From an optimization exercise on the open Yosys and OpenROAD flow, aimed at small area, a short achievable clock period and few clock cycles; shortcuts taken in it are not production practice.
Function was checked by simulation only, so behaviour that the tests miss may differ from the original.
Power is estimated from default activity; no workload was simulated.

### config.mk
export PLATFORM = sky130hd
export DESIGN_NAME = CHIP
export DESIGN_NICKNAME = CHIP
export VERILOG_FILES = /design/flow/design.v
export SDC_FILE = /design/flow/constraint.sdc
export NUM_CORES = 8
export LEC_CHECK = 0
export CAP_MARGIN = 20
export CORE_MARGIN = 2
export CORE_UTILIZATION = 30
export SETUP_SLACK_MARGIN = 1.0
export SLEW_MARGIN = 20
### constraint.sdc
create_clock -name core_clock -period 12.0 [get_ports {clk}]
set_input_delay 2.4000 -clock core_clock [delete_from_list [all_inputs] [get_ports {clk}]]
set_output_delay 2.4000 -clock core_clock [all_outputs]
set_load 0.01 [all_outputs]
### design.v
module CHIP(clk,
            rst_n,
            mem_wen_D,
            mem_addr_D,
            mem_wdata_D,
            mem_rdata_D,
            mem_addr_I,
            mem_rdata_I);
    input         clk, rst_n ;
    output        mem_wen_D  ;
    output [31:0] mem_addr_D ;
    output [31:0] mem_wdata_D;
    input  [31:0] mem_rdata_D;
    output [31:0] mem_addr_I ;
    input  [31:0] mem_rdata_I;
    reg  [31:0] pcF;
    reg         vD, jumpedD, predD, hiMissD;
    reg  [31:0] irD, pcD;
    reg         vE, killE;
    reg  [ 4:0] rdE;
    reg         wenE, loadE, storeE, brE, jalrE, predE, mdE, divE;
    reg         brGE, brLT, off4E, off8E;
    reg         subE;
    reg         selAddE, selAndE, selOrE, selXorE, selSltE, selSllE, selSrlE;
    reg  [31:0] opAE, opBE, sdE;
    reg         wenM, loadM, storeM;
    reg  [ 4:0] rdM;
    reg  [31:0] resM, sdM;
    assign mem_addr_I  = pcF;
    assign mem_addr_D  = resM;
    assign mem_wdata_D = sdM;
    assign mem_wen_D   = storeM;
    wire [4:0] opc  = irD[6:2];
    wire [4:0] rs1D = irD[19:15];
    wire [4:0] rs2D = irD[24:20];
    wire [4:0] rdD  = irD[11:7];
    wire [2:0] f3D  = irD[14:12];
    wire isOP    = (opc == 5'b01100);
    wire isOPIMM = (opc == 5'b00100);
    wire isLOAD  = (opc == 5'b00000);
    wire isSTORE = (opc == 5'b01000);
    wire isAUIPC = (opc == 5'b00101);
    wire isJAL   = (opc == 5'b11011);
    wire isJALR  = (opc == 5'b11001);
    wire isBR    = (opc == 5'b11000);
    wire opLogic = (f3D == 3'b111) || (f3D == 3'b110);
    wire isMD    = isOP & irD[25] & ~opLogic;
    wire isDIV   = (f3D == 3'b100);
    wire brSelf  = isBR & (rs1D == rs2D);
    wire off4D   = ~irD[31] & ~irD[7] & (irD[30:25] == 6'd0) & (irD[11:8] == 4'd2);
    wire off8D   = ~irD[31] & ~irD[7] & (irD[30:25] == 6'd0) & (irD[11:8] == 4'd4);
    wire usesRs1  = isOP | isOPIMM | isLOAD | isSTORE | isJALR | (isBR & ~brSelf);
    wire usesRs2  = isOP | isSTORE | (isBR & ~brSelf);
    wire writesRd = (isOP | isOPIMM | isLOAD | isAUIPC | isJAL | isJALR) & (rdD != 5'd0);
    wire [31:0] immI = {{20{irD[31]}}, irD[31:20]};
    wire [31:0] immS = {{20{irD[31]}}, irD[31:25], irD[11:7]};
    wire [31:0] immB = {{20{irD[31]}}, irD[7], irD[30:25], irD[11:8], 1'b0};
    wire [31:0] immU = {irD[31:12], 12'b0};
    wire [31:0] immJ = {{12{irD[31]}}, irD[19:12], irD[20], irD[30:21], 1'b0};
    wire dSub = isBR | (isOP & ~irD[25] & irD[30] & ~opLogic & ~isDIV);
    wire dAnd = isOP & (f3D == 3'b111);
    wire dOr  = isOP & (f3D == 3'b110);
    wire dXor = isOP & isDIV & ~irD[25];
    wire dSlt = isOPIMM & (f3D == 3'b010);
    wire dSll = isOPIMM & (f3D == 3'b001);
    wire dSrl = isOPIMM & (f3D == 3'b101);
    wire dAdd = ~(dAnd | dOr | dXor | dSlt | dSll | dSrl);
    wire dSubAll = dSub | dSlt | isMD;    
    wire [31:0] wbData = loadM ? mem_rdata_D : resM;
    wire [31:0] rf1, rf2, x1v;
    regfile rf0(
        .clk(clk), .rst_n(rst_n),
        .we(wenM), .wa(rdM), .wd(wbData),
        .ra1(rs1D), .ra2(rs2D),
        .q1(rf1), .q2(rf2), .x1(x1v));
    wire hitM1 = wenM & (rdM == rs1D);
    wire hitM2 = wenM & (rdM == rs2D);
    wire [31:0] rs1v = hitM1 ? wbData : rf1;
    wire [31:0] rs2v = hitM2 ? wbData : rf2;
    wire vEff = vE & ~killE;
    wire        mdBusy, mdDone, mdWen;
    wire [ 4:0] mdRd;
    wire [31:0] mdRes;
    wire        inject = mdDone & (~vEff | (~wenE & ~loadE & ~storeE & ~mdE));
    wire        mdPend = mdBusy & ~inject & mdWen;
    wire hitE1 = (vEff & wenE & ~mdE & (rdE == rs1D)) | (inject & mdWen & (mdRd == rs1D));
    wire hitE2 = (vEff & wenE & ~mdE & (rdE == rs2D)) | (inject & mdWen & (mdRd == rs2D));
    wire [31:0] resE;
    wire [31:0] rs1f = hitE1 ? resE : rs1v;
    wire [31:0] rs2f = hitE2 ? resE : rs2v;
    wire loadUse = vEff & loadE & wenE &
                   ((usesRs1 & (rdE == rs1D)) | (usesRs2 & (rdE == rs2D)));
    wire mdDepE  = vEff & mdE & wenE &
                   ((usesRs1 & (rdE == rs1D)) | (usesRs2 & (rdE == rs2D)) | (writesRd & (rdE == rdD)));
    wire mdDepU  = mdPend &
                   ((usesRs1 & (mdRd == rs1D)) | (usesRs2 & (mdRd == rs2D)) | (writesRd & (mdRd == rdD)));
    wire stallD  = vD & (loadUse | mdDepE | mdDepU);
    wire        takenE;
    wire [31:0] aluSum;
    wire        mdReplay;
    wire        jalrOk = predE & vD & (pcD == opAE);
    wire        redirE = vEff & ((jalrE & ~jalrOk) | (brE & takenE & ~off4E & (~off8E | jumpedD | predD)) | mdReplay);
    wire        skipD  = vEff & brE & takenE & off8E & ~jumpedD & ~predD;
    wire [31:0] redirTgtE = jalrE ? aluSum : sdE;
    wire        redirD = vD & ~stallD & (jumpedD ? hiMissD : (isJAL | (brSelf & ~off4D)));
    wire [31:0] ir = mem_rdata_I;
    wire        jalF  = (ir[6:2] == 5'b11011);
    wire        selfF = (ir[6:2] == 5'b11000) & (ir[19:15] == ir[24:20]);
    wire        fitF  = (ir[19:12] == {8{ir[31]}});
    wire        jumpF = jalF | selfF;
    wire [12:0] loJF  = {1'b0, pcF[11:0]} + {1'b0, ir[20], ir[30:21], 1'b0};
    wire [12:0] loBF  = {1'b0, pcF[11:0]} + {1'b0, ir[7], ir[30:25], ir[11:8], 1'b0};
    wire [31:0] tgtF  = {pcF[31:12], ir[3] ? loJF[11:0] : loBF[11:0]};
    wire        hiMissF = ((ir[3] ? loJF[12] : loBF[12]) != ir[31]) | (jalF & ~fitF);
    wire        jalrF = (ir[6:2] == 5'b11001) & (ir[19:15] == 5'd1);
    wire [31:0] tgtD   = pcD + (irD[3] ? immJ : immB);
    wire [31:0] pcSeq  = stallD ? pcF :
                         jumpF  ? tgtF :
                         jalrF  ? x1v : pcF + 32'd4;
    wire [31:0] pcRest = redirD ? tgtD : pcSeq;
    wire        useSeq = skipD & ~redirE;
    wire        useRest = ~skipD & ~redirE;
    wire [31:0] pcNext = ({32{redirE}} & redirTgtE) | ({32{useSeq}} & pcSeq) | ({32{useRest}} & pcRest);
    always @(posedge clk or negedge rst_n) begin
        if (!rst_n) begin
            pcF <= 32'h00010000;
            vD  <= 1'b0;
        end
        else begin
            pcF <= pcNext;
            if (redirE | (redirD & ~skipD) | (skipD & stallD)) vD <= 1'b0;
            else if (!stallD)                                  vD <= 1'b1;
        end
    end
    always @(posedge clk) begin
        if (!stallD) begin
            irD <= mem_rdata_I;
            pcD <= pcF;
            jumpedD <= jumpF;
            hiMissD <= hiMissF;
            predD   <= jalrF;
        end
    end
    wire goE = vD & ~stallD;
    always @(posedge clk or negedge rst_n) begin
        if (!rst_n) begin
            vE <= 1'b0;
            killE <= 1'b0;
            wenE <= 1'b0;
            loadE <= 1'b0;
            storeE <= 1'b0;
            brE <= 1'b0;
            jalrE <= 1'b0;
            predE <= 1'b0;
            mdE <= 1'b0;
        end
        else begin
            vE     <= goE;
            killE  <= redirE | skipD;
            wenE   <= goE & writesRd;
            loadE  <= goE & isLOAD;
            storeE <= goE & isSTORE;
            brE    <= goE & isBR & ~brSelf;
            jalrE  <= goE & isJALR;
            predE  <= predD & (irD[31:20] == 12'd0);    
            mdE    <= goE & isMD;
        end
    end
    always @(posedge clk) begin
        rdE   <= rdD;
        divE  <= isDIV;
        brGE  <= (f3D == 3'b101);
        brLT  <= (f3D == 3'b100);
        off4E <= off4D;
        off8E <= off8D;
        subE  <= dSubAll;
        selAddE <= dAdd;
        selAndE <= dAnd;
        selOrE  <= dOr;
        selXorE <= dXor;
        selSltE <= dSlt;
        selSllE <= dSll;
        selSrlE <= dSrl;
        opAE  <= (isAUIPC | isJAL) ? pcD : rs1f;
        opBE  <= {32{dSubAll}} ^ ((isOP | isBR) ? rs2f :
                                  isJAL   ? 32'd4 :
                                  isSTORE ? immS :
                                  isAUIPC ? immU : immI);
        sdE   <= isBR ? tgtD : isMD ? pcD : rs2f;
    end
    wire [31:0] A  = opAE;
    wire [31:0] Bx = opBE;                
    wire [31:0] B  = ~Bx;                 
    wire [31:0] SD = sdE;
    wire [32:0] addOut = {1'b0, A} + {1'b0, Bx} + {32'd0, subE};
    assign aluSum = addOut[31:0];
    wire   geu    = addOut[32];           
    wire   eqE    = &(A ^ Bx);            
    assign takenE = eqE | (brGE & ~aluSum[31]) | (brLT & aluSum[31]);
    wire [31:0] Arev, shr, shl;
    genvar k;
    generate
        for (k = 0; k < 32; k = k + 1) begin : rev
            assign Arev[k] = A[31-k];
            assign shl[k]  = shr[31-k];
        end
    endgenerate
    wire [31:0] shIn = selSllE ? Arev : A;
    assign shr = shIn >> Bx[4:0];
    wire        aZero = (A == 32'd0);
    wire        bZero = (Bx == 32'hFFFFFFFF);    
    wire        mdQuick = divE ? (bZero | ~geu) : (aZero | bZero);
    assign      mdReplay = mdE & ~mdQuick & mdBusy;
    wire        mdStart = vEff & mdE & ~mdQuick & ~mdBusy;
    wire        mdSwap = ((A[31:8] == 24'd0) & (B[31:8] != 24'd0)) |
                         ((A[31:16] == 16'd0) & (B[31:16] != 16'd0)) |
                         ((A[31:24] == 8'd0) & (B[31:24] != 8'd0));
    wire        mdSel = mdE;
    assign      resE = inject ? mdRes :
                       mdSel  ? {32{divE & bZero}} :
                       ({32{selAddE}} & aluSum)
                     | ({32{selAndE}} & (A & Bx))
                     | ({32{selOrE }} & (A | Bx))
                     | ({32{selXorE}} & (A ^ Bx))
                     | ({32{selSltE}} & {31'd0, ~geu})
                     | ({32{selSllE}} & shl)
                     | ({32{selSrlE}} & shr);
    muldiv md0(
        .clk(clk), .rst_n(rst_n),
        .start(mdStart), .div(divE), .swap(mdSwap), .rd(rdE), .wen(wenE),
        .a(A), .b(B), .ack(inject),
        .busy(mdBusy), .done(mdDone), .rdOut(mdRd), .wenOut(mdWen), .res(mdRes));
    always @(posedge clk or negedge rst_n) begin
        if (!rst_n) begin
            wenM   <= 1'b0;
            loadM  <= 1'b0;
            storeM <= 1'b0;
        end
        else begin
            wenM   <= (inject & mdWen) | (wenE & ~killE & ~(mdE & ~mdQuick));
            loadM  <= loadE & ~killE;
            storeM <= storeE & ~killE;
        end
    end
    always @(posedge clk) begin
        rdM  <= inject ? mdRd : rdE;
        resM <= resE;
        sdM  <= SD;
    end
endmodule
module regfile(clk, rst_n, we, wa, wd, ra1, ra2, q1, q2, x1);
    input         clk, rst_n, we;
    input  [ 4:0] wa, ra1, ra2;
    input  [31:0] wd;
    output [31:0] q1, q2;
    output [31:0] x1;       
    reg [31:0] r [0:31];
    reg [31:1] rv;
    integer i;
    always @(posedge clk) begin
        for (i = 1; i < 32; i = i + 1)
            if (we && wa == i) r[i] <= wd;
    end
    always @(posedge clk or negedge rst_n) begin
        if (!rst_n) rv <= 31'd0;
        else if (we && wa != 5'd0) rv[wa] <= 1'b1;
    end
    wire [31:0] rvx = {rv, 1'b0};
    wire [31:0] raw1 = r[ra1];
    wire [31:0] raw2 = r[ra2];
    wire [31:0] init1 = (ra1 == 5'd2) ? 32'hBFFFFFF0 : (ra1 == 5'd3) ? 32'h10008000 : 32'd0;
    wire [31:0] init2 = (ra2 == 5'd2) ? 32'hBFFFFFF0 : (ra2 == 5'd3) ? 32'h10008000 : 32'd0;
    assign q1 = rvx[ra1] ? raw1 : init1;
    assign q2 = rvx[ra2] ? raw2 : init2;
    assign x1 = rv[1] ? r[1] : 32'd0;
endmodule
module muldiv(clk, rst_n, start, div, swap, rd, wen, a, b, ack, busy, done, rdOut, wenOut, res);
    input         clk, rst_n;
    input         start, div, swap, wen, ack;
    input  [ 4:0] rd;
    input  [31:0] a, b;
    output        busy, done;
    output [ 4:0] rdOut;
    output        wenOut;
    output [31:0] res;
    localparam IDLE = 3'd0, MUL = 3'd1, NORM = 3'd2, DIV = 3'd3, DONE = 3'd4;
    reg  [ 2:0] st;
    reg  [31:0] x;       
    reg  [31:0] y;       
    reg  [32:0] p;       
    reg  [31:0] c;       
    reg  [ 4:0] cnt;
    reg  [ 4:0] rdq;
    reg         wenq, isDiv;
    assign busy   = (st != IDLE);
    assign done   = (st == DONE);
    assign rdOut  = rdq;
    assign wenOut = wenq;
    assign res    = isDiv ? c : (p[31:0] + c);
    wire [31:0] pp0 = y[0] ? x : 32'd0;
    wire [31:0] pp1 = y[1] ? {x[30:0], 1'b0} : 32'd0;
    wire [31:0] s1 = p[31:0] ^ c ^ pp0;
    wire [31:0] c1 = {(p[30:0] & c[30:0]) | (p[30:0] & pp0[30:0]) | (c[30:0] & pp0[30:0]), 1'b0};
    wire [31:0] s2 = s1 ^ c1 ^ pp1;
    wire [31:0] c2 = {(s1[30:0] & c1[30:0]) | (s1[30:0] & pp1[30:0]) | (c1[30:0] & pp1[30:0]), 1'b0};
    wire [31:0] pp2 = y[2] ? {x[29:0], 2'b0} : 32'd0;
    wire [31:0] s3 = s2 ^ c2 ^ pp2;
    wire [31:0] c3 = {(s2[30:0] & c2[30:0]) | (s2[30:0] & pp2[30:0]) | (c2[30:0] & pp2[30:0]), 1'b0};
    wire [31:0] xNext = {x[28:0], 3'b000};
    wire [31:0] yNext = {3'b000, y[31:3]};
    wire        mulLast = (yNext == 32'd0) | (xNext == 32'd0);
    wire [32:0] xOp = {33{~p[32]}} ^ {1'b0, x};           
    wire [33:0] difC = {p, 1'b1} + {xOp, ~p[32]};         
    wire [32:0] dif = difC[33:1];
    wire        qbit = ~dif[32];
    wire [31:0] qNext = {c[30:0], qbit};
    wire        divLast = (cnt == 5'd0);
    wire [31:0] sm;
    assign sm[31] = p[31];    
    genvar g;
    generate
        for (g = 30; g >= 0; g = g - 1) begin : smear
            assign sm[g] = sm[g+1] | p[g];
        end
    endgenerate
    wire can1 = ~x[31] & ((({x[30:0], 1'b0}) & ~sm) == 32'd0);
    wire can4 = (x[31:28] == 4'd0) & ((({x[27:0], 4'b0}) & ~sm) == 32'd0);
    always @(posedge clk or negedge rst_n) begin
        if (!rst_n) st <= IDLE;
        else begin
            case (st)
                IDLE: if (start) st <= div ? NORM : MUL;
                MUL:  if (mulLast) st <= DONE;
                NORM: if (!can1 && divLast) st <= DONE;
                      else if (!can1) st <= DIV;
                DIV:  if (divLast) st <= DONE;
                DONE: if (ack) st <= IDLE;
                default: st <= IDLE;
            endcase
        end
    end
    always @(posedge clk) begin
        case (st)
            IDLE: begin
                cnt <= 5'd0;
                rdq <= rd;
                wenq <= wen;
                isDiv <= div;
                c <= 32'd0;
                if (div) begin
                    p <= {1'b0, a};
                    x <= b;
                    y <= b;
                end
                else begin
                    p <= 33'd0;
                    x <= swap ? b : a;
                    y <= swap ? a : b;
                end
            end
            MUL: begin
                p <= {1'b0, s3};
                c <= c3;
                x <= xNext;
                y <= yNext;
            end
            NORM, DIV: begin
                if (st == NORM && can4) begin
                    x <= {x[27:0], 4'b0};
                    cnt <= cnt + 5'd4;
                end
                else if (st == NORM && can1) begin
                    x <= {x[30:0], 1'b0};
                    cnt <= cnt + 5'd1;
                end
                else begin
                    p <= dif;
                    c <= qNext;
                    x <= {1'b0, x[31:1]};
                    cnt <= cnt - 5'd1;
                end
                y <= yNext;      
            end
            default: begin
                x <= xNext;      
                y <= yNext;
            end
        endcase
    end
endmodule
### flow/run.sh
#!/bin/bash
set -euo pipefail
bash standard.sh SETUP_SLACK_MARGIN=8 "BUFFER_PORTS_ARGS=-buffer_cell sky130_fd_sc_hd__buf_4" finish > standard_make.log 2>&1
### standard.sh
#!/bin/bash
# synth_recipe.tcl (not shown) runs the flow's synth.tcl, then flattens the netlist and writes it again
# the make line also repeats each setting of config.mk as NAME=value (left out here)
make -C /OpenROAD-flow-scripts/flow DESIGN_CONFIG=/design/flow/config.mk WORK_HOME=/design/flow/orfs CLKGATE_MAP_FILE= SYNTH_SCRIPT=/design/flow/synth_recipe.tcl "${@:-finish}"
==> flow_summary.yaml, run 1 <==
status:
  status: "no timing/DRC/antenna violations"
timing:
  setup-violations-final: 0
  finalCritPeriodShare: 0.3470
  fmax_mhz: 240.2
  worst_slew_pin_slew_ps: 1205
  fin_tns_setup_ps: 0
  hold_viol: 0
  slew_violations: 0
  skew_ps: 106.7
  slew_headroom: 0.1959
  rsz0062_at_grt: "yes"
  post-route-min-period_ps: 4164
critical_path:
  crit-reg2reg-launch: "irD[21]"
  cp_num_cells: 13
  arrival_ps: 4870
  endpoint: "pcF[6]"
  crit_fanout: 6
  start_kind: "primary input"
  worstSetupStartpoint: "mem_rdata_I[16]"
  path_cells: "buf_8 -> or4_4 -> or4_4 -> buf_16 -> inv_16 -> buf_12 -> o21ai_2 -> nand2_1 -> o21ai_1 -> mux2_4 -> mux2_4 -> a22oi_2 -> o21ai_1"
  r2r_setup_slack_ps: 7860
  cp-end-kind: "flip-flop"
  path_class: "primary input to flip-flop"
  cp_slowest_stage_delay_ps: 520
  critPathSlowestCell: "or4_4"
  critPathBufInv: 4
  r2r_cells: 14
  cp.required_ps: 12700
  path_delay_family: "simple AND/OR/NAND/NOR gates"
  r2r_end: "opBE[20]"
synthesis:
  syn_area_sq_um: 81810
  synth_ff_type: "edfxtp_1"
  syn_avg_cell_area_sq_um: 10.65
  yosys.cell_count.top_type: "edfxtp_1"
  synth_top_area_cell: "edfxtp_1"
  synth_nets: 8034
  synth-edff-count: 1134
  yosysUniqueCellTypes: 103
  synth_top_area_share: 0.4162
  synth_async_sr_flop_share: 0.05415
  synth.ff_latch_count: 1459
  ys_seq_area_frac: 0.5006
  yosys-top-cells-area: "edfxtp_1 42%, a22oi_1 7.3%, dfxtp_1 6.0%"
  synth_common_cells: "1134 x edfxtp_1, 799 x a22oi_1, 627 x nand2_1"
  yosysWarnings: 36
  syn_inst: 7679
finish:
  finalNetCount: 8316
  areaGrowthSynthToFinish_pct: 21.45
  drive_gt1_frac: 0.2077
pwr:
  pwr_density_cell_nw_per_um2: 228.3
  peakVddDrop_v: 0.0001445
  power.internal_mw: 12.95
  pwr-share-clk: 0.230
  p_switching_mw: 9.739
  p_sw_frac: 0.4293
  seq_power_share: 0.342
  power_leakage_nw: 36.02
  p_comb_frac: 0.428
  p_total_mw: 22.69
job:
  max-cap-violations: 0
clock_network:
  cts_buffer_depth: 4
  h-tree-depth: 4
  cts_tree: "built"
  cts.sinks: 1459
  path_clk_slew_ps: 60
  clk_latency_ps: 890
  numCtsBuffers: 168
  cts-root-buf: "clkbuf_16"
floorplanning:
  die_w_um: 526.2
  core_sq_um: 271000
  rows: 191
  dieArea_sq_um: 276900
  fp.dieH_um: 526.2
  start_util: 0.3019
  ioPinCount: 163
route:
  drc: 0
  drt_iter0_markers: 15750
  dr_wl_met3_um: 69050
  wl_met1_um: 153700
  routedWlPerCell_um: 39.39
  num_vias: 77950
  viasPerCell: 6.673
  dr.max_layer_used: "met5"
  antenna_left: 0
  wl_um: 460100
  drt_first_pass_iters: 13
  wl_met2_um: 187500
global_routing:
  antenna_found_initial: 37
  grt_pass1_vias: 72890
  grt_max_degree: 73
  grt_pass1_wl_um: 609800
  overflow: 0
  grtUsageTotal: 0.3150
placed_design:
  post-dp-hpwl_um: 289500
  gp_congestion: 1.053
  io_buffer_count: 160
hold_path:
  min_path_type: "flip-flop to flip-flop"
final cells by class:
class,instances,area (sq um)
sequential,1459,41060
clock inverter,97,909.6
timing repair buffer,676,6386
multi-input combinational,5348,40670
timing repair inverter,12,133.9
inverter,296,1204
tap,3570,4467
antenna,24,60.06
fill,26430,171600
clock buffer,200,4468
stage by stage:
step	utilization	instance area [sq um]	hold WS, ps	setup WS (ps)	instances
final	0.3666	99360	433.2	7836	11680
after floorplan	-	82030	323.5	7521	7679
after global placement	0.3252	88140	449.5	6195	11120
after global routing	0.3665	99310	450.5	7806	11660
after CTS	0.3565	96620	448.5	7870	11550
after detailed placement	0.3253	88140	444.4	6141	11120
flip-flops by register name (all words and copies together), names as in the netlist, 3 cells and up:
| signal | flops |
|---|---|
| md0.x | 32 |
| rdM | 5 |
| md0.y | 32 |
| sdM | 32 |
| md0.p | 33 |
| rf0.r | 992 |
| opAE | 32 |
| rf0.rv | 31 |
| irD | 30 |
| sdE | 32 |
| md0.st | 3 |
| resM | 32 |
| md0.cnt | 5 |
| pcD | 32 |
| rdE | 5 |
| pcF | 32 |
| opBE | 32 |
| md0.c | 32 |
| md0.rdq | 5 |
how the worst min path moves through the flow:
stage	endpoint	slack [ps]	startpoint	cells past startpoint
floorplan	sdM[12]	320	sdE[12]	0
global placement	md0.y[21]	450	md0.y[24]	2
detailed placement	sdM[23]	440	sdE[23]	0
CTS	sdM[23]	450	sdE[23]	0
global route	sdM[23]	450	sdE[23]	0
finish	sdM[23]	430	sdE[23]	0
repair_timing:
item / in CTS / in global routing
setup buffers: 112 / 102
setup endpoints to repair: 316 / 177
hold buffers: 0 / 0
cloned: 20 / 9
pin swaps: 71 / 112
resized for setup: 494 / 366
power groups by stage:
stage          combinational [mW]  sequential [mW]  clock (mW)
4_1_cts                      8.87             7.68        5.20
6_report                     9.72             7.75        5.22
3_3_place_gp                 8.20             7.80           0
2_1_floorplan                4.97             7.18           0
3_5_place_dp                 8.29             7.81           0
5_1_grt                      10.1             7.76        5.39
logic make-up (layout without fill, tap and decap cells):
group / after synthesis / after routing / share of synthesized area
DFF: 1459 / 1459 / 0.5006
xor gates and xnor gates: 264 / 264 / 0.02826
adders and majority gates: 289 / 289 / 0.05310
muxes: 250 / 250 / 0.04282
and+or+nand+nor: 2133 / 2136 / 0.1271
buffers and inverters: 875 / 1281 / 0.04206
other: 0 / 24 / 0
AOI/OAI and AO/OA: 2409 / 2409 / 0.2060
metal layers:
layer | vias to the layer above | track usage
met3 | 2332 | 0.1330
li1 | 30210 | -
met4 | 36 | 0.2562
met1 | 37810 | 0.3626
met2 | 7562 | 0.4544
met5 | - | 0.01160
layout by cell type, fill, tap and decap left out, types with 129 or more instances in the layout:
cell type	n
o21ai_0	233
edfxtp_1	1134
ha_1	153
nand4_1	160
inv_1	272
nand3_1	234
xnor2_1	148
dfxtp_1	212
nor2_1	363
clkbuf_16	175
a21oi_1	367
nor3_1	129
buf_4	522
a22oi_1	790
nand2_1	617
Testbench counts, summed over its fixed seeds: cycles 24,737.
==> run 2: changes to the inputs <==
--- a/design.v
+++ b/design.v
@@ -254,24 +254,26 @@
     input  [31:0] wd;
     output [31:0] q1, q2;
-    output [31:0] x1;       
-    reg [31:0] r [0:31];
-    reg [31:1] rv;
+    output [31:0] x1;           
+    reg [31:0] r [1:31];
+    wire [31:0] wd0 = wd & {32{rst_n}};                            
+    wire [31:0] wd2 = rst_n ? wd : 32'hBFFFFFF0;                    
+    wire [31:0] wd3 = rst_n ? wd : 32'h10008000;                    
     integer i;
     always @(posedge clk) begin
         for (i = 1; i < 32; i = i + 1)
-            if (we && wa == i) r[i] <= wd;
+            if (!rst_n || (we && wa == i))
+                r[i] <= (i == 2) ? wd2 : (i == 3) ? wd3 : wd0;
     end
-    always @(posedge clk or negedge rst_n) begin
-        if (!rst_n) rv <= 31'd0;
-        else if (we && wa != 5'd0) rv[wa] <= 1'b1;
-    end
-    wire [31:0] rvx = {rv, 1'b0};
-    wire [31:0] raw1 = r[ra1];
-    wire [31:0] raw2 = r[ra2];
-    wire [31:0] init1 = (ra1 == 5'd2) ? 32'hBFFFFFF0 : (ra1 == 5'd3) ? 32'h10008000 : 32'd0;
-    wire [31:0] init2 = (ra2 == 5'd2) ? 32'hBFFFFFF0 : (ra2 == 5'd3) ? 32'h10008000 : 32'd0;
-    assign q1 = rvx[ra1] ? raw1 : init1;
-    assign q2 = rvx[ra2] ? raw2 : init2;
-    assign x1 = rv[1] ? r[1] : 32'd0;
+    wire [31:0] rr [0:31];
+    assign rr[0] = 32'd0;
+    genvar k;
+    generate
+        for (k = 1; k < 32; k = k + 1) begin : rdp
+            assign rr[k] = r[k];
+        end
+    endgenerate
+    assign q1 = rr[ra1];
+    assign q2 = rr[ra2];
+    assign x1 = r[1];
 endmodule
 module muldiv(clk, rst_n, start, div, swap, rd, wen, a, b, ack, busy, done, rdOut, wenOut, res);
--- a/config.mk
+++ b/config.mk
@@ -9,4 +9,6 @@
 export CORE_MARGIN = 2
 export CORE_UTILIZATION = 30
+export CTS_CLUSTER_DIAMETER = 60
+export CTS_CLUSTER_SIZE = 25
 export SETUP_SLACK_MARGIN = 1.0
 export SLEW_MARGIN = 20
==> run 2 against run 1 <==
Effect of this change: largest power group unchanged; worst setup slack lost 45 ps; largest cell class unchanged; utilization decreased by 1.0 points; worst hold slack got worse by 51 ps; critical endpoint is now opBE[29].
==> flow_summary.yaml, run 2 <==
route:
  routedWlPerCell_um: 38.17
  antenna_left: 0
  wl_um: 417100
  drt_iter0_markers: 16620
  drt_first_pass_iters: 13
  viasPerCell: 6.752
  num_vias: 73790
  drc: 0
timing:
  hold_viol: 0
  skew_ps: 80.17
  rsz0062_at_grt: "yes"
  finalCritPeriodShare: 0.3508
  slew_violations: 0
  post-route-min-period_ps: 4209
  worst_slew_pin_slew_ps: 1167
  fmax_mhz: 237.6
  setup-violations-final: 0
  fin_tns_setup_ps: 0
  slew_headroom: 0.1997
  holdWs_ps: 382.6
synthesis:
  synth_ff_type: "edfxtp_1"
  synth_top_area_cell: "edfxtp_1"
  syn_area_sq_um: 78470
  synth-edff-count: 1134
  synth_top_area_share: 0.4340
  synth.ff_latch_count: 1428
  synth_common_cells: "1134 x edfxtp_1, 557 x a22oi_1, 553 x nand2_1"
  synth_async_sr_flop_share: 0.03361
  ys_seq_area_frac: 0.5120
  synth_nets: 7518
  syn_avg_cell_area_sq_um: 10.93
  yosys.cell_count.top_type: "edfxtp_1"
  yosysWarnings: 4
  yosys-top-cells-area: "edfxtp_1 43%, dfxtp_1 6.3%, a22oi_1 5.3%"
  syn_inst: 7176
  yosysUniqueCellTypes: 104
critical_path:
  cp.required_ps: 12670
  arrival_ps: 4880
  crit_fanout: 27
  cp-end-kind: "flip-flop"
  cp_slowest_stage_delay_ps: 700
  path_class: "flip-flop to flip-flop"
  path_cells: "buf_4 -> nand3_1 -> nor2_4 -> buf_4 -> a22oi_1 -> nand2_1 -> nor3_1 -> and2_0 -> o221ai_1 -> o21a_1 -> a21oi_2 -> xnor2_2"
  start_kind: "flip-flop"
  critPathSlowestCell: "buf_4"
  cpMostUsedCell: "buf_4"
job:
  max-cap-violations: 0
global_routing:
  antenna_found_initial: 25
  overflow: 0
  grtUsageTotal: 0.2990
  grt_pass1_vias: 67360
  grt_pass1_wl_um: 557800
  grt_max_degree: 69
floorplanning:
  dieArea_sq_um: 265700
  start_util: 0.3019
  rows: 187
  fp.dieH_um: 515.4
  die_w_um: 515.4
  core_sq_um: 259900
  ioPinCount: 163
clock_network:
  h-tree-depth: 3
  cts_tree: "built"
  cts-root-buf: "clkbuf_16"
  path_clk_slew_ps: 80
  cts_buffer_depth: 3
  holdBufCountCts: 0
  cts.sinks: 1428
  clk_latency_ps: 840
  numCtsBuffers: 113
finish:
  multiInputGateArea_sq_um: 38030
  design_area_sq_um: 92650
  regMostFlops: "rf0.r"
  largestRegisters: "rf0.r: 992 flops, md0.p: 33 flops"
  finalNetCount: 7657
  areaGrowthSynthToFinish_pct: 18.07
  fillers: 25370
  drive_gt1_frac: 0.1847
  layout_common_cells: "1134 x edfxtp_1, 551 x a22oi_1, 544 x nand2_1"
  largest_reg_flops: 992
  final_common_cell: "edfxtp_1"
  regArea_sq_um: 40240
pwr:
  power_leakage_nw: 33.93
  pwr_density_cell_nw_per_um2: 249.3
  peakVddDrop_v: 0.0001323
hold_path:
  min_path_type: "flip-flop to flip-flop"
placed_design:
  io_buffer_count: 160
  post-dp-hpwl_um: 259300
  placed_area_sq_um: 85040
  gp_congestion: 1.019
status:
  status: "no timing/DRC/antenna violations"
## run 2: cell types whose count changed after synthesis, moves of 72 or more
| cell | change |
|---|---|
| a22oi_1 | -242 |
| a22o_1 | +199 |
| a221oi_1 | +179 |
| nand2_1 | -74 |
| nand3_1 | -108 |
| o21ai_0 | +72 |
## run 2: per-layer routing
layer	wire, um	up-vias	share of wire	global-route usage
li1	-	28180	-	-
met1	141500	35990	0.34	0.3609
met2	168500	7413	0.40	0.4267
met3	67430	2192	0.16	0.1276
met4	39450	20	0.095	0.2082
met5	288	-	0.00069	0.003836
## run 2: cell families after synthesis
family | synth area share
flip-flops | 0.5120
AO/OA/AOI/OAI | 0.2214
multiplexers | 0.03675
buffers and inverters | 0.04060
adder cells (fa/ha/maj) | 0.05329
AND/OR/NAND/NOR | 0.1053
XOR/XNOR | 0.03069
## run 2: repair_timing
item	4_1_cts	5_1_grt
gates resized for setup	273	220
gates cloned	9	6
pin swaps	49	67
setup endpoints to repair	1298	1889
buffers inserted	58	79
## run 2: final cells by class
class / count / share of cell area
timing repair buffer: 558 / 0.05179
antenna: 21 / 0.0005672
clock inverter: 92 / 0.01183
tap: 3496 / 0.04721
inverter: 277 / 0.01184
timing repair inverter: 1 / 0.00009453
multi-input combinational: 4936 / 0.4105
sequential: 1428 / 0.4343
clock buffer: 120 / 0.03183
## run 2: worst max-delay path, delay by kind of cell, from the launching register on
kind                   cells  cell delay (ps)
buffers and inverters      2             1010
flip-flops                 1              340
AND/OR/NAND/NOR            5             1440
XOR/XNOR                   1              320
AO/OA/AOI/OAI              4              910
## run 2: path summary, 6_finish.rpt
| check | startpoint | end | slack (ps) | cells after the start |
|---|---|---|---|---|
| max reg2reg | irD[22] | opBE[29] | 7790 | 12 |
| min | sdE[19] | sdM[19] | 380 | 0 |
| min reg2reg | sdE[19] | sdM[19] | 380 | 0 |
| max | irD[22] | opBE[29] | 7790 | 12 |
| min in group asynchronous | rst_n | storeM | 1630 | 1 |
| max in group asynchronous | rst_n | md0.st[0] | 9040 | 2 |
## run 2: through the flow
step           utilization  setup WS (ps)  instances  power (mW)
2_1_floorplan            -           7570       7176       13.47
3_3_place_gp        0.3271           6355      10540       17.55
3_5_place_dp        0.3271           6314      10540       17.64
4_1_cts             0.3498           7683      10820       22.23
5_1_grt             0.3562           7808      10910       23.83
6_report            0.3564           7791      10930       23.10
## run 2: power breakdown
| group | total, mW | internal, mW | switching [mW] |
|---|---|---|---|
| sequential | 8.56 | 6.96 | 1.60 |
| clock | 4.18 | 1.99 | 2.19 |
| combinational | 10.4 | 3.75 | 6.61 |
| total | 23.1 | 12.7 | 10.4 |
Testbench counts of run 2, summed over its fixed seeds: cycles 24,737.
==> run 3: changes to the inputs <==
--- a/design.v
+++ b/design.v
@@ -309,6 +309,9 @@
     wire [31:0] s3 = s2 ^ c2 ^ pp2;
     wire [31:0] c3 = {(s2[30:0] & c2[30:0]) | (s2[30:0] & pp2[30:0]) | (c2[30:0] & pp2[30:0]), 1'b0};
-    wire [31:0] xNext = {x[28:0], 3'b000};
-    wire [31:0] yNext = {3'b000, y[31:3]};
+    wire [31:0] pp3 = y[3] ? {x[28:0], 3'b0} : 32'd0;
+    wire [31:0] s4 = s3 ^ c3 ^ pp3;
+    wire [31:0] c4 = {(s3[30:0] & c3[30:0]) | (s3[30:0] & pp3[30:0]) | (c3[30:0] & pp3[30:0]), 1'b0};
+    wire [31:0] xNext = {x[27:0], 4'b0000};
+    wire [31:0] yNext = {4'b0000, y[31:4]};
     wire        mulLast = (yNext == 32'd0) | (xNext == 32'd0);
     wire [32:0] xOp = {33{~p[32]}} ^ {1'b0, x};           
@@ -362,6 +365,6 @@
             end
             MUL: begin
-                p <= {1'b0, s3};
-                c <= c3;
+                p <= {1'b0, s4};
+                c <= c4;
                 x <= xNext;
                 y <= yNext;
==> run 3 against run 2 <==
Effect of this change: still clean; power is 0.60% lower; global-route usage is 0.21 points lower; clock power is 2% higher; critical endpoint is now opBE[13]; highest routed layer unchanged.
==> flow_summary.yaml, run 3 <==
clock_network:
  cts_tree: "built"
  cts_buffer_depth: 3
  cts.sinks: 1428
  path_clk_slew_ps: 100
  cts-root-buf: "clkbuf_16"
  h-tree-depth: 3
  numCtsBuffers: 110
  holdBufCountCts: 0
  clk_latency_ps: 860
finish:
  multiInputGateArea_sq_um: 38500
  largest_reg_flops: 992
  areaGrowthSynthToFinish_pct: 19.58
  final_cells: 11040
  drive_gt1_frac: 0.1926
  regMostFlops: "rf0.r"
  fillers: 25410
  layout_common_cells: "1134 x edfxtp_1, 644 x a22oi_1, 557 x nand2_1"
  finalNetCount: 7782
  regArea_sq_um: 40260
  largestRegisters: "rf0.r: 992 flops, md0.p: 33 flops"
  final_common_cell: "edfxtp_1"
floorplanning:
  fp.dieH_um: 516.4
  ioPinCount: 163
  dieArea_sq_um: 266700
  core_sq_um: 261800
  rows: 188
  start_util: 0.3009
  die_w_um: 516.4
synthesis:
  synth_top_area_cell: "edfxtp_1"
  synth_ff_type: "edfxtp_1"
  yosys-top-cells-area: "edfxtp_1 43%, dfxtp_1 6.3%, a22oi_1 6.2%"
  synth_nets: 7567
  syn_inst: 7197
  synth_async_sr_flop_share: 0.03361
  synth_top_area_share: 0.4323
  yosysWarnings: 4
  syn_area_sq_um: 78770
  syn_avg_cell_area_sq_um: 10.94
  ys_seq_area_frac: 0.5101
  synth_common_cells: "1134 x edfxtp_1, 647 x a22oi_1, 566 x nand2_1"
  synth.ff_latch_count: 1428
  yosysUniqueCellTypes: 98
  yosys.cell_count.top_type: "edfxtp_1"
  synth-edff-count: 1134
critical_path:
  cp.required_ps: 12690
  start_kind: "flip-flop"
  r2r_end: "opBE[13]"
  arrival_ps: 4970
  r2r_setup_slack_ps: 7720
  endpoint: "opBE[13]"
  crit-reg2reg-launch: "irD[21]"
  path_class: "flip-flop to flip-flop"
  cp-end-kind: "flip-flop"
  crit_fanout: 18
  worstSetupStartpoint: "irD[21]"
  r2r_cells: 15
pwr:
  peakVddDrop_v: 0.0001659
  power_leakage_nw: 34.41
  pwr_density_cell_nw_per_um2: 243.7
  p_total_mw: 22.96
route:
  num_vias: 73490
  drc: 0
  viasPerCell: 6.659
  drt_first_pass_iters: 12
  drt_iter0_markers: 15830
  wl_um: 417100
  antenna_left: 0
  routedWlPerCell_um: 37.79
job:
  max-cap-violations: 0
placed_design:
  io_buffer_count: 160
  dp.cells: 10600
  gp_congestion: 1.021
  dpl_worst_slack_ps: 5933
  post-dp-hpwl_um: 257200
timing:
  finalCritPeriodShare: 0.3567
  hold_viol: 0
  setup_slack_ps: 7720
  rsz0062_at_grt: "yes"
  fin_tns_setup_ps: 0
  fmax_mhz: 233.6
  slew_headroom: 0.08327
  slew_violations: 0
  worst_slew_pin_slew_ps: 1375
  skew_ps: 88.01
  post-route-min-period_ps: 4280
  setup-violations-final: 0
global_routing:
  grt_pass1_wl_um: 554400
  grtUsageTotal: 0.2969
  grt_max_degree: 95
  grt_pass1_vias: 67480
  overflow: 0
  antenna_found_initial: 19
hold_path:
  min_path_type: "flip-flop to flip-flop"
status:
  status: "no timing/DRC/antenna violations"
run 3: cell count changes after synthesis, moves of 41 or more:
cell	change
a22oi_1	+90
a221oi_1	-45
o221ai_1	+41
a21oi_1	-53
nand3_1	+50
a22o_1	-52
run 3: routing by layer:
metal	global-route usage	wire, um
met1	0.3509	140100
met2	0.4274	169900
met3	0.1368	68840
met4	0.2003	37670
met5	0.009733	482
run 3: repair_timing:
action | 4_1_cts | 5_1_grt
setup buffers | 88 | 98
endpoints found under the hold margin | 0 | 0
setup endpoints to repair | 1220 | 884
pin swaps | 94 | 92
cloned | 11 | 14
gates resized for setup | 374 | 244
run 3: worst min-delay path by stage:
stage              end  slack, ps  cells past startpoint     from
4_1_cts         sdM[1]        360                      0   sdE[1]
3_3_place_gp    sdM[8]        350                      0   sdE[8]
3_5_place_dp    sdM[9]        350                      0   sdE[9]
2_1_floorplan  sdM[10]        320                      0  sdE[10]
5_1_grt         sdM[1]        350                      0   sdE[1]
6_report        sdM[1]        340                      0   sdE[1]
run 3: logic make-up after synthesis:
group | Yosys count | synth area share
buf+inv | 810 | 0.03925
mux | 221 | 0.03627
xor+xnor | 263 | 0.02924
fa+ha+maj | 304 | 0.06020
simple gates | 1797 | 0.1099
flops | 1428 | 0.5101
compound gates | 2374 | 0.2150
run 3: layout make-up:
cell class,count,share of cell area
flip-flops and latches,1428,0.4275
multi-input cells,4961,0.4087
repair buffers,623,0.06079
well taps,3515,0.04669
clock buffers,114,0.02984
clock inverters,90,0.01370
inverters,286,0.01218
diodes,17,0.0004517
repair inverters,2,0.0001328
run 3: through the flow:
stage                     utilization  hold slack [ps]  area [sq um]
final                          0.3598            338.8         94190
after global routing           0.3596            351.1         94150
after CTS                      0.3513            359.5         91980
after detailed placement       0.3263            354.0         85420
after global placement         0.3263            352.4         85420
after floorplan                     -            323.5         79070
run 3: report_power, final:
part           switching (mW)  total, mW  internal [mW]
combinational            6.41       10.1           3.73
sequential               1.60       8.55           6.95
clock                    2.25       4.26           2.01
total                    10.3       23.0           12.7
run 3: worst max-delay path: stages (launching register included):
cell	delay [ps]
edfxtp_1	430
buf_12	150
buf_4	170
buf_4	160
or3_1	460
nor2_4	140
buf_4	470
buf_6	370
a22oi_1	140
nand4_1	130
nor3_1	50
nand2_1	380
a21oi_1	340
a31oi_4	370
a21oi_1	150
xnor2_1	170
Testbench counts of run 3, summed over its fixed seeds: cycles 24,538.
==> run 4: changes to the inputs <==
==> flow/run.sh (replaced) <==
#!/bin/bash
set -euo pipefail
bash standard.sh SETUP_SLACK_MARGIN=8.2 "BUFFER_PORTS_ARGS=-buffer_cell sky130_fd_sc_hd__buf_4" finish > standard_make.log 2>&1
==> run 4 against run 3 <==
Effect of this change: still clean; first-iteration DRC count fell by 6.9%; global-route usage grew 0.25 points; synthesized cell count unchanged; combinational power rose by 9%; sequential cell count unchanged; utilization up 1.0 points; power up 3.6%; final area is 2.8% higher; fmax increased by 1.4%; clock skew is 38 ps higher; sequential share of layout area down 1.1 points; worst hold slack better by 42 ps; critical path type unchanged; critical endpoint is now sdE[31]; largest power group unchanged.
==> flow_summary.yaml, run 4 <==
status:
  status: "no timing/DRC/antenna violations"
critical_path:
  arrival_ps: 4830
  crit_fanout: 6
  cp_num_cells: 15
  r2r_cells: 15
  start_kind: "flip-flop"
  cp-end-kind: "flip-flop"
  critPathBufInv: 2
  cpMostUsedCell: "o31a_1"
  path_delay_family: "compound AO/OA/AOI/OAI gates"
  path_class: "flip-flop to flip-flop"
  path_cells: "buf_12 -> mux2_4 -> ha_4 -> fa_2 -> a211o_1 -> o211ai_1 -> a211oi_2 -> o31a_1 -> a21o_4 -> a21oi_4 -> o31a_1 -> a31o_4 -> a311oi_2 -> buf_4 -> o311ai_1"
  critPathSlowestCell: "edfxtp_1"
  cp_slowest_stage_delay_ps: 430
  cp.required_ps: 12610
synthesis:
  synth_async_sr_flop_share: 0.03361
  synth_common_cells: "1134 x edfxtp_1, 647 x a22oi_1, 566 x nand2_1"
  yosys.cell_count.top_type: "edfxtp_1"
  yosysUniqueCellTypes: 98
  synth.ff_latch_count: 1428
  synth-edff-count: 1134
  synth_ff_type: "edfxtp_1"
  syn_area_sq_um: 78770
  synth_top_area_share: 0.4323
  synth_top_area_cell: "edfxtp_1"
  yosys-top-cells-area: "edfxtp_1 43%, dfxtp_1 6.3%, a22oi_1 6.2%"
  yosysWarnings: 4
  ys_seq_area_frac: 0.5101
  synth_nets: 7567
  syn_inst: 7197
  syn_avg_cell_area_sq_um: 10.94
timing:
  slew_violations: 0
  finalCritPeriodShare: 0.3517
  setup-violations-final: 0
  skew_ps: 126.0
  hold_viol: 0
  rsz0062_at_grt: "yes"
  worst_slew_pin_slew_ps: 1282
  fin_tns_setup_ps: 0
  slew_headroom: 0.1420
  fmax_mhz: 236.9
  holdWs_ps: 381.1
  post-route-min-period_ps: 4220
route:
  drc: 0
  antenna_left: 0
  routedWlPerCell_um: 37.64
  wl_um: 420500
  drt_iter0_markers: 14750
  num_vias: 74000
  drt_first_pass_iters: 14
  viasPerCell: 6.623
clock_network:
  cts-root-buf: "clkbuf_16"
  numCtsBuffers: 114
  cts_buffer_depth: 3
  clk_latency_ps: 870
  cts.sinks: 1428
  cts_tree: "built"
  path_clk_slew_ps: 90
  h-tree-depth: 3
hold_path:
  min_path_type: "flip-flop to flip-flop"
  holdPathStages: 0
finish:
  regMostFlops: "rf0.r"
  largest_reg_flops: 992
  drive_gt1_frac: 0.2251
  areaGrowthSynthToFinish_pct: 22.94
  final_common_cell: "edfxtp_1"
  layout_common_cells: "1134 x edfxtp_1, 644 x a22oi_1, 558 x buf_4"
  final_cells: 11170
  largestRegisters: "rf0.r: 992 flops, md0.p: 33 flops"
  finalNetCount: 7917
floorplanning:
  start_util: 0.3009
  dieArea_sq_um: 266700
  ioPinCount: 163
  fp.dieH_um: 516.4
  die_w_um: 516.4
  core_sq_um: 261800
  rows: 188
placed_design:
  gp_congestion: 1.008
  io_buffer_count: 160
  dp.cells: 10610
  post-dp-hpwl_um: 259500
job:
  max-cap-violations: 0
pwr:
  p_total_mw: 23.78
  peakVddDrop_v: 0.0001656
  power_leakage_nw: 35.49
  pwr_density_cell_nw_per_um2: 245.6
global_routing:
  grt_pass1_vias: 68030
  grt_max_degree: 79
  grtUsageTotal: 0.2994
  grt_pass1_wl_um: 559200
  overflow: 0
  antenna_found_initial: 31
==> run 4: logic make-up after synthesis <==
group           share of synthesized area
flops                              0.5101
mux                               0.03627
simple gates                       0.1099
xor+xnor                          0.02924
buf+inv                           0.03925
compound gates                     0.2150
fa+ha+maj                         0.06020
==> run 4: repair_timing <==
| action | 4_1_cts | 5_1_grt |
|---|---|---|
| cloned | 17 | 11 |
| setup endpoints to repair | 1991 | 538 |
| pin swaps | 130 | 120 |
| gates resized for setup | 638 | 308 |
| setup buffers | 183 | 121 |
| endpoints found under the hold margin | 0 | 0 |
| hold buffers | 0 | 0 |
==> run 4: per-layer routing <==
metal / vias to the layer above / track usage / routed length, um
met2: 7159 / 0.4316 / 172500
met5: - / 0.001081 / 231
li1: 28630 / - / -
met1: 36110 / 0.3590 / 143400
met4: 28 / 0.2016 / 37430
met3: 2065 / 0.1305 / 66940
==> run 4: area by class of cell <==
cell class,instances,area (sq um)
clock inverters,92,1242
repair buffers,756,7325
clock buffers,122,2925
diodes,12,30.03
inverters,286,1164
well taps,3515,4398
repair inverters,1,7.507
multi-input cells,4960,39400
fillers,25150,165000
flip-flops and latches,1428,40350
==> run 4: power breakdown <==
group | total (mW) | switching, mW | internal, mW
sequential | 8.47 | 1.50 | 6.98
clock | 4.28 | 2.27 | 2.02
combinational | 11.0 | 6.81 | 4.22
total | 23.8 | 10.6 | 13.2
==> run 4: worst paths after layout <==
check	start	to	slack (ps)
max reg2reg	irD[3]	sdE[31]	7780
min reg2reg	sdE[8]	sdM[8]	380
max	irD[3]	sdE[31]	7780
min	sdE[8]	sdM[8]	380
max in group asynchronous	rst_n	wenM	9570
min in group asynchronous	rst_n	md0.st[1]	1430
==> run 4: through the flow <==
| stage | instance area [sq um] | util | setup slack [ps] |
|---|---|---|---|
| 2_1_floorplan | 79120 | - | 7381 |
| 3_3_place_gp | 85500 | 0.3266 | 6523 |
| 3_5_place_dp | 85530 | 0.3267 | 6522 |
| 4_1_cts | 94220 | 0.3599 | 7833 |
| 5_1_grt | 96810 | 0.3698 | 7793 |
| 6_report | 96830 | 0.3699 | 7780 |
==> run 5: changes to the inputs <==
--- a/design.v
+++ b/design.v
@@ -183,18 +183,18 @@
         selSrlE <= dSrl;
         opAE  <= (isAUIPC | isJAL) ? pcD : rs1f;
-        opBE  <= {32{dSubAll}} ^ ((isOP | isBR) ? rs2f :
-                                  isJAL   ? 32'd4 :
-                                  isSTORE ? immS :
-                                  isAUIPC ? immU : immI);
+        opBE  <= (isOP | isBR) ? rs2f :
+                 isJAL   ? 32'd4 :
+                 isSTORE ? immS :
+                 isAUIPC ? immU : immI;
         sdE   <= isBR ? tgtD : isMD ? pcD : rs2f;
     end
     wire [31:0] A  = opAE;
-    wire [31:0] Bx = opBE;                
-    wire [31:0] B  = ~Bx;                 
+    wire [31:0] B  = opBE;
+    wire [31:0] Bx = subE ? ~B : B;       
     wire [31:0] SD = sdE;
     wire [32:0] addOut = {1'b0, A} + {1'b0, Bx} + {32'd0, subE};
     assign aluSum = addOut[31:0];
     wire   geu    = addOut[32];           
-    wire   eqE    = &(A ^ Bx);            
+    wire   eqE    = (A == B);             
     assign takenE = eqE | (brGE & ~aluSum[31]) | (brLT & aluSum[31]);
     wire [31:0] Arev, shr, shl;
@@ -207,7 +207,7 @@
     endgenerate
     wire [31:0] shIn = selSllE ? Arev : A;
-    assign shr = shIn >> Bx[4:0];
+    assign shr = shIn >> B[4:0];
     wire        aZero = (A == 32'd0);
-    wire        bZero = (Bx == 32'hFFFFFFFF);    
+    wire        bZero = (B == 32'd0);
     wire        mdQuick = divE ? (bZero | ~geu) : (aZero | bZero);
     assign      mdReplay = mdE & ~mdQuick & mdBusy;
@@ -220,7 +220,7 @@
                        mdSel  ? {32{divE & bZero}} :
                        ({32{selAddE}} & aluSum)
-                     | ({32{selAndE}} & (A & Bx))
-                     | ({32{selOrE }} & (A | Bx))
-                     | ({32{selXorE}} & (A ^ Bx))
+                     | ({32{selAndE}} & (A & B))
+                     | ({32{selOrE }} & (A | B))
+                     | ({32{selXorE}} & (A ^ B))
                      | ({32{selSltE}} & {31'd0, ~geu})
                      | ({32{selSllE}} & shl)
@@ -236,4 +236,5 @@
             loadM  <= 1'b0;
             storeM <= 1'b0;
+            resM   <= 32'd0;
         end
         else begin
@@ -241,9 +242,9 @@
             loadM  <= loadE & ~killE;
             storeM <= storeE & ~killE;
+            resM   <= resE;
         end
     end
     always @(posedge clk) begin
         rdM  <= inject ? mdRd : rdE;
-        resM <= resE;
         sdM  <= SD;
     end
@@ -256,5 +257,5 @@
     output [31:0] x1;           
     reg [31:0] r [1:31];
-    wire [31:0] wd0 = wd & {32{rst_n}};                            
+    wire [31:0] wd0 = wd;                                          
     wire [31:0] wd2 = rst_n ? wd : 32'hBFFFFFF0;                    
     wire [31:0] wd3 = rst_n ? wd : 32'h10008000;                    
==> flow/run.sh (replaced) <==
#!/bin/bash
set -euo pipefail
bash standard.sh SETUP_SLACK_MARGIN=8 "BUFFER_PORTS_ARGS=-buffer_cell sky130_fd_sc_hd__buf_4" finish > standard_make.log 2>&1
==> run 5 against run 4 <==
Effect of this change: still clean; clock-buffer cell count fell by 2; via count fell by 1.1%; worst setup slack got worse by 57 ps; register-to-register slack got worse by 60 ps; power rose by 1.7%; area after synthesis rose by 1.6%; first-iteration DRC count fell by 3.6%; wire length barely moved; clock skew fell by 3.2 ps; highest routed layer unchanged.
==> flow_summary.yaml, run 5 <==
clock_network:
  cts-root-buf: "clkbuf_16"
  cts_buffer_depth: 3
  clk_latency_ps: 850
  numCtsBuffers: 110
  path_clk_slew_ps: 90
  cts.sinks: 1428
  cts_tree: "built"
  h-tree-depth: 3
global_routing:
  overflow: 0
  grt_pass1_vias: 67310
  antenna_found_initial: 19
  grt_max_degree: 95
  grtUsageTotal: 0.2958
  grt_pass1_wl_um: 561900
finish:
  layout_common_cells: "1134 x edfxtp_1, 897 x a22oi_1, 714 x nand2_1"
  largestRegisters: "rf0.r: 992 flops, md0.p: 33 flops"
  multiInputGateArea_sq_um: 38570
  largest_reg_flops: 992
  fillers: 26220
  regMostFlops: "rf0.r"
  final_common_cell: "edfxtp_1"
  drive_gt1_frac: 0.1606
  finalNetCount: 7856
  regArea_sq_um: 40420
  areaGrowthSynthToFinish_pct: 15.84
pwr:
  peakVddDrop_v: 0.0001491
  seq_power_share: 0.389
  power_leakage_nw: 34.46
  pwr_density_cell_nw_per_um2: 260.9
  p_switching_mw: 10.90
  p_sw_frac: 0.4505
  power.internal_mw: 13.29
  p_comb_frac: 0.435
  pwr-share-clk: 0.175
timing:
  slew_violations: 0
  hold_viol: 0
  fin_tns_setup_ps: 0
  slew_headroom: 0.2032
  fmax_mhz: 233.8
  post-route-min-period_ps: 4277
  skew_ps: 122.7
  rsz0062_at_grt: "yes"
  setup-violations-final: 0
  holdWs_ps: 401.7
  worst_slew_pin_slew_ps: 1187
  finalCritPeriodShare: 0.3564
route:
  wl_met1_um: 144700
  dr_wl_met3_um: 64840
  dr.max_layer_used: "met5"
  viasPerCell: 6.584
  drt_first_pass_iters: 11
  num_vias: 73150
  drc: 0
  drt_iter0_markers: 14220
  routedWlPerCell_um: 37.86
  antenna_left: 0
  wl_um: 420600
  wl_met2_um: 175200
hold_path:
  min_path_type: "flip-flop to flip-flop"
synthesis:
  synth_nets: 7806
  syn_inst: 7406
  ys_seq_area_frac: 0.5041
  synth_async_sr_flop_share: 0.05602
  yosys-top-cells-area: "edfxtp_1 43%, a22oi_1 8.5%, dfxtp_1 5.4%"
  synth_top_area_cell: "edfxtp_1"
  synth.ff_latch_count: 1428
  synth-edff-count: 1134
  yosysUniqueCellTypes: 100
  syn_area_sq_um: 80020
  yosys.cell_count.top_type: "edfxtp_1"
  synth_ff_type: "edfxtp_1"
  syn_avg_cell_area_sq_um: 10.81
  synth_common_cells: "1134 x edfxtp_1, 905 x a22oi_1, 717 x nand2_1"
  synth_top_area_share: 0.4255
  yosysWarnings: 4
floorplanning:
  core_sq_um: 265300
  dieArea_sq_um: 270900
  fp.dieH_um: 520.5
  start_util: 0.3016
  ioPinCount: 163
  rows: 189
  die_w_um: 520.5
placed_design:
  io_buffer_count: 160
  gp_congestion: 0.9894
  post-dp-hpwl_um: 259200
critical_path:
  path_delay_family: "compound AO/OA/AOI/OAI gates"
  critPathSlowestCell: "buf_4"
  path_class: "flip-flop to flip-flop"
  critPathBufInv: 2
  start_kind: "flip-flop"
  path_cells: "buf_4 -> nor3b_2 -> and2_4 -> buf_4 -> a222oi_1 -> nand3_1 -> nor3_1 -> a21oi_2 -> a21oi_1 -> o21ai_2 -> nor2_1 -> a31oi_1"
  crit_fanout: 19
  cp-end-kind: "flip-flop"
  cp_slowest_stage_delay_ps: 560
  cp.required_ps: 12600
  arrival_ps: 4880
  cpMostUsedCell: "buf_4"
status:
  status: "no timing/DRC/antenna violations"
job:
  max-cap-violations: 0
run 5: final cells by class:
cell class / count / area share
Clock buffer: 120 / 0.03031
Timing Repair Buffer: 465 / 0.04453
Timing Repair inverter: 1 / 0.00005399
Clock inverter: 88 / 0.01336
Antenna cell: 26 / 0.0007018
Tap cell: 3533 / 0.04768
Inverter: 276 / 0.01134
Sequential cell: 1428 / 0.4360
Multi-Input combinational cell: 5174 / 0.4161
run 5: final timing paths:
path                         start       end  slack (ps)  cells past startpoint
min reg2reg                sdE[22]   sdM[22]         400                      0
max                        irD[23]   opBE[2]        7720                     12
max reg2reg                irD[23]   opBE[2]        7720                     12
min in group asynchronous    rst_n  resM[30]        1560                      1
min                        sdE[22]   sdM[22]         400                      0
max in group asynchronous    rst_n   resM[6]        9130                      2
run 5: per-stage QoR:
stage                     instances  utilization  instance area (sq um)  power [mW]  setup WS [ps]
after global routing          11090       0.3492                  92640       25.01           7871
after global placement        10780       0.3249                  86200       18.89           6729
after CTS                     11050       0.3452                  91590       23.50           7980
after floorplan                7406            -                  80330       14.55           7637
final                         11110       0.3494                  92700       24.19           7723
after detailed placement      10780       0.3250                  86230       19.06           6672
run 5: cell families (layout without fill, tap and decap cells):
family | after synthesis | count (layout) | share of synthesized area
muxes | 291 | 291 | 0.04408
buffers and inverters | 806 | 950 | 0.03943
and+or+nand+nor | 1962 | 1963 | 0.1162
AOI/OAI and AO/OA | 2311 | 2312 | 0.2023
adders and majority gates | 335 | 335 | 0.06398
xor gates and xnor gates | 273 | 273 | 0.02988
other | 0 | 26 | 0
DFF | 1428 | 1428 | 0.5041
run 5: repair_timing:
action | 4_1_cts | 5_1_grt
pin swaps | 32 | 43
setup endpoints to repair | 293 | 1125
hold buffers | 0 | 0
hold endpoints to repair | 0 | 0
gates resized for setup | 188 | 144
cloned | 5 | 5
setup buffers | 51 | 33
run 5: power by group through the flow:
stage / sequential, mW / clock, mW / combinational (mW)
after floorplan: 8.45 / 0 / 6.10
after global placement: 9.37 / 0 / 9.52
after detailed placement: 9.39 / 0 / 9.66
after CTS: 9.30 / 4.23 / 9.97
after global routing: 9.50 / 4.40 / 11.1
final: 9.41 / 4.24 / 10.5
run 5: per-layer routing:
metal	track usage	vias to the layer above
met1	0.3557	35790
met4	0.1937	18
met2	0.4316	7030
met3	0.1242	1864
met5	0.002633	-
li1	-	28460
Testbench counts of run 5, summed over its fixed seeds: cycles 24,538.
==> run 6: changes to the inputs <==
--- a/design.v
+++ b/design.v
@@ -74,6 +74,7 @@
         .ra1(rs1D), .ra2(rs2D),
         .q1(rf1), .q2(rf2), .x1(x1v));
-    wire hitM1 = wenM & (rdM == rs1D);
-    wire hitM2 = wenM & (rdM == rs2D);
+    reg  sameM1, sameM2;
+    wire hitM1 = wenM & sameM1;
+    wire hitM2 = wenM & sameM2;
     wire [31:0] rs1v = hitM1 ? wbData : rf1;
     wire [31:0] rs2v = hitM2 ? wbData : rf2;
@@ -245,6 +246,9 @@
         end
     end
+    wire [4:0] rdMNext = inject ? mdRd : rdE;
     always @(posedge clk) begin
-        rdM  <= inject ? mdRd : rdE;
+        rdM  <= rdMNext;
+        sameM1 <= (rdMNext == (stallD ? rs1D : mem_rdata_I[19:15]));
+        sameM2 <= (rdMNext == (stallD ? rs2D : mem_rdata_I[24:20]));
         sdM  <= SD;
     end
==> run 6 against run 5 <==
Effect of this change: combinational power about the same; global-route usage down 0.14 points; highest routed layer unchanged; still clean; clock skew down 40 ps; largest power group unchanged; die area up 0.21%; critical path depth unchanged; fmax up 2.3%; via count up 1.4%.
==> flow_summary.yaml, run 6 <==
pwr:
  power_leakage_nw: 35.27
  p_switching_mw: 10.90
  seq_power_share: 0.386
  pwr-share-clk: 0.178
  pwr_density_cell_nw_per_um2: 258.1
  power.internal_mw: 13.35
  p_comb_frac: 0.436
  p_sw_frac: 0.4496
  peakVddDrop_v: 0.0001898
  p_total_mw: 24.25
critical_path:
  r2r_cells: 12
  r2r_end: "opBE[7]"
  path_class: "flip-flop to flip-flop"
  r2r_setup_slack_ps: 7820
  start_kind: "flip-flop"
  crit_fanout: 22
  crit-reg2reg-launch: "irD[24]"
  cp-end-kind: "flip-flop"
  cp.required_ps: 12760
  arrival_ps: 4940
synthesis:
  yosys.cell_count.top_type: "edfxtp_1"
  syn_avg_cell_area_sq_um: 10.88
  synth_nets: 7772
  synth-edff-count: 1134
  synth_async_sr_flop_share: 0.05594
  yosysWarnings: 4
  ys_seq_area_frac: 0.5035
  syn_area_sq_um: 80190
  synth_top_area_cell: "edfxtp_1"
  synth.ff_latch_count: 1430
  synth_common_cells: "1134 x edfxtp_1, 916 x a22oi_1, 711 x nand2_1"
  yosysUniqueCellTypes: 108
  synth_top_area_share: 0.4246
  synth_ff_type: "edfxtp_1"
  syn_inst: 7372
  yosys-top-cells-area: "edfxtp_1 42%, a22oi_1 8.6%, dfxtp_1 5.4%"
clock_network:
  cts_buffer_depth: 3
  cts.sinks: 1430
  h-tree-depth: 3
  numCtsBuffers: 115
  path_clk_slew_ps: 70
  cts-root-buf: "clkbuf_16"
  clk_latency_ps: 890
  cts_tree: "built"
route:
  wl_um: 420000
  viasPerCell: 6.615
  drt_first_pass_iters: 13
  antenna_left: 0
  num_vias: 74150
  drt_iter0_markers: 14830
  routedWlPerCell_um: 37.47
  drc: 0
timing:
  holdWs_ps: 375.7
  setup-violations-final: 0
  slew_violations: 0
  skew_ps: 83.05
  fin_tns_setup_ps: 0
  setup_slack_ps: 7819
  hold_viol: 0
  post-route-min-period_ps: 4181
  fmax_mhz: 239.2
  slew_headroom: 0.1821
  finalCritPeriodShare: 0.3484
  rsz0062_at_grt: "yes"
  worst_slew_pin_slew_ps: 1214
finish:
  final_common_cell: "edfxtp_1"
  drive_gt1_frac: 0.1695
  areaGrowthSynthToFinish_pct: 17.15
  final_cells: 11210
  largest_reg_flops: 992
  layout_common_cells: "1134 x edfxtp_1, 910 x a22oi_1, 702 x nand2_1"
  regMostFlops: "rf0.r"
  finalNetCount: 7955
  largestRegisters: "rf0.r: 992 flops, md0.p: 33 flops"
placed_design:
  post-dp-hpwl_um: 258500
  dp.cells: 10790
  io_buffer_count: 160
  dpl_worst_slack_ps: 6332
  gp_congestion: 1.006
global_routing:
  antenna_found_initial: 32
  overflow: 0
  grtUsageTotal: 0.2944
  grt_pass1_wl_um: 560500
  grt_max_degree: 94
  grt_pass1_vias: 68160
floorplanning:
  rows: 189
  start_util: 0.3020
  fp.dieH_um: 521.0
  ioPinCount: 163
  core_sq_um: 265600
  die_w_um: 521.0
  dieArea_sq_um: 271500
hold_path:
  holdPathStages: 0
  min_path_type: "flip-flop to flip-flop"
  whs_endpoint: "sdM[7]"
  hold_start: "sdE[7]"
status:
  status: "no timing/DRC/antenna violations"
job:
  max-cap-violations: 0
## run 6: cell count changes in the layout (fill, tap and decap cells not counted), moves of 24 or more
cell,change
o21ai_0,-24
a21oi_1,-66
xor2_1,-26
mux2_2,-26
inv_1,+42
nand3_1,+31
o211ai_1,+29
nor2_1,-56
buf_4,+131
## run 6: how the worst max path moves through the flow
stage / slack [ps] / startpoint / cells past startpoint / endpoint
floorplan: 7420 / rst_n / 3 / rf0.r[4][0]
global placement: 6390 / subE / 15 / pcF[27]
detailed placement: 6330 / subE / 14 / pcF[2]
CTS: 7940 / mem_rdata_I[21] / 14 / pcF[9]
global route: 7820 / mem_rdata_I[8] / 13 / pcF[11]
finish: 7820 / irD[24] / 12 / opBE[7]
## run 6: routing by layer
metal,vias to the layer above,global-route usage,part of all wire
met4,22,0.2032,0.090
met2,7218,0.4224,0.41
met3,1950,0.1271,0.16
met5,-,0.01071,0.0015
li1,28760,-,-
met1,36200,0.3530,0.34
## run 6: kinds of logic (layout without fill, tap and decap cells)
family,Yosys count,after routing,share of synthesized area
compound gates,2337,2337,0.2074
buf+inv,852,1134,0.04337
xor+xnor,251,251,0.02758
other cells,0,20,0
simple gates,1909,1911,0.1139
fa+ha+maj,335,335,0.06384
flops,1430,1430,0.5035
mux,258,258,0.04043
## run 6: worst max-delay path, cell delays in order, from the launching register on
cell	delay [ps]
edfxtp_1	400
buf_4	190
buf_4	140
nor3b_1	470
and2_4	500
buf_4	610
a22oi_1	170
nand4_1	140
nor3_1	60
a21oi_1	460
o21ai_1	390
o21ai_0	330
a22o_1	240
## run 6: layout make-up
class,instances,area [sq um]
clock buffer,121,2914
timing repair inverter,3,26.28
antenna,20,50.05
tap,3533,4420
multi-input combinational,5092,38440
timing repair buffer,592,5061
inverter,321,1257
fill,26020,171600
clock inverter,97,1345
sequential,1430,40440
## run 6: metrics by stage
step | utilization | instance area (sq um)
after floorplan | - | 80570
after global placement | 0.3261 | 86610
after detailed placement | 0.3263 | 86640
after CTS | 0.3479 | 92390
after global routing | 0.3536 | 93900
final | 0.3538 | 93950
## run 6: what timing repair did
action	CTS	global route
pin swaps	37	76
cloned	9	6
resized for setup	187	142
endpoints found under the setup margin	350	196
buffers inserted	68	94
hold buffers	0	0
## run 6: power groups by stage
| stage | sequential (mW) | clock (mW) | combinational [mW] |
|---|---|---|---|
| finish | 9.37 | 4.31 | 10.6 |
| global placement | 9.36 | 0 | 9.31 |
| global route | 9.42 | 4.47 | 11.2 |
| floorplan | 8.46 | 0 | 5.93 |
| detailed placement | 9.37 | 0 | 9.46 |
| CTS | 9.24 | 4.29 | 9.85 |
Testbench counts of run 6, summed over its fixed seeds: cycles 24,538.

[afterwards: timing with drivers on the ports]
In the flow no input, the clock included, has a driving cell. The finished layouts below were timed again as built, in two steps. Step 1 assumes that a clkbuf_16 drives the clock port and a buf_2 every other input. Step 2 moves the port delays by t, midway between the first and last clock arrival at a register: inputs arrive t later, outputs are due t later. That takes back most of the time a late clock gives input paths. Three values: ideal ports, drivers, drivers and shift; two values: the first two.
| run | t (ns) | setup slack, ns | slew at the worst register clock pin (ns) |
|---|---|---|---|
| run 1 | 0.935 | 7.836 / 7.856 / 6.941 | 0.07 / 0.07 |
| run 2 | 0.901 | 7.791 / 7.791 / 7.105 | 0.10 / 0.10 |
| run 3 | 0.899 | 7.720 / 7.720 / 6.912 | 0.10 / 0.10 |
| run 4 | 0.897 | 7.780 / 7.780 / 7.032 | 0.11 / 0.11 |
| run 5 | 0.885 | 7.723 / 7.723 / 7.187 | 0.11 / 0.11 |
| run 6 | 0.941 | 7.819 / 7.819 / 7.040 | 0.11 / 0.11 |
After both steps setup and hold are still met in every run listed. For run 1, which loses most, drivers alone change the setup slack by +0.020 ns; drivers and shift together by -0.895 ns.
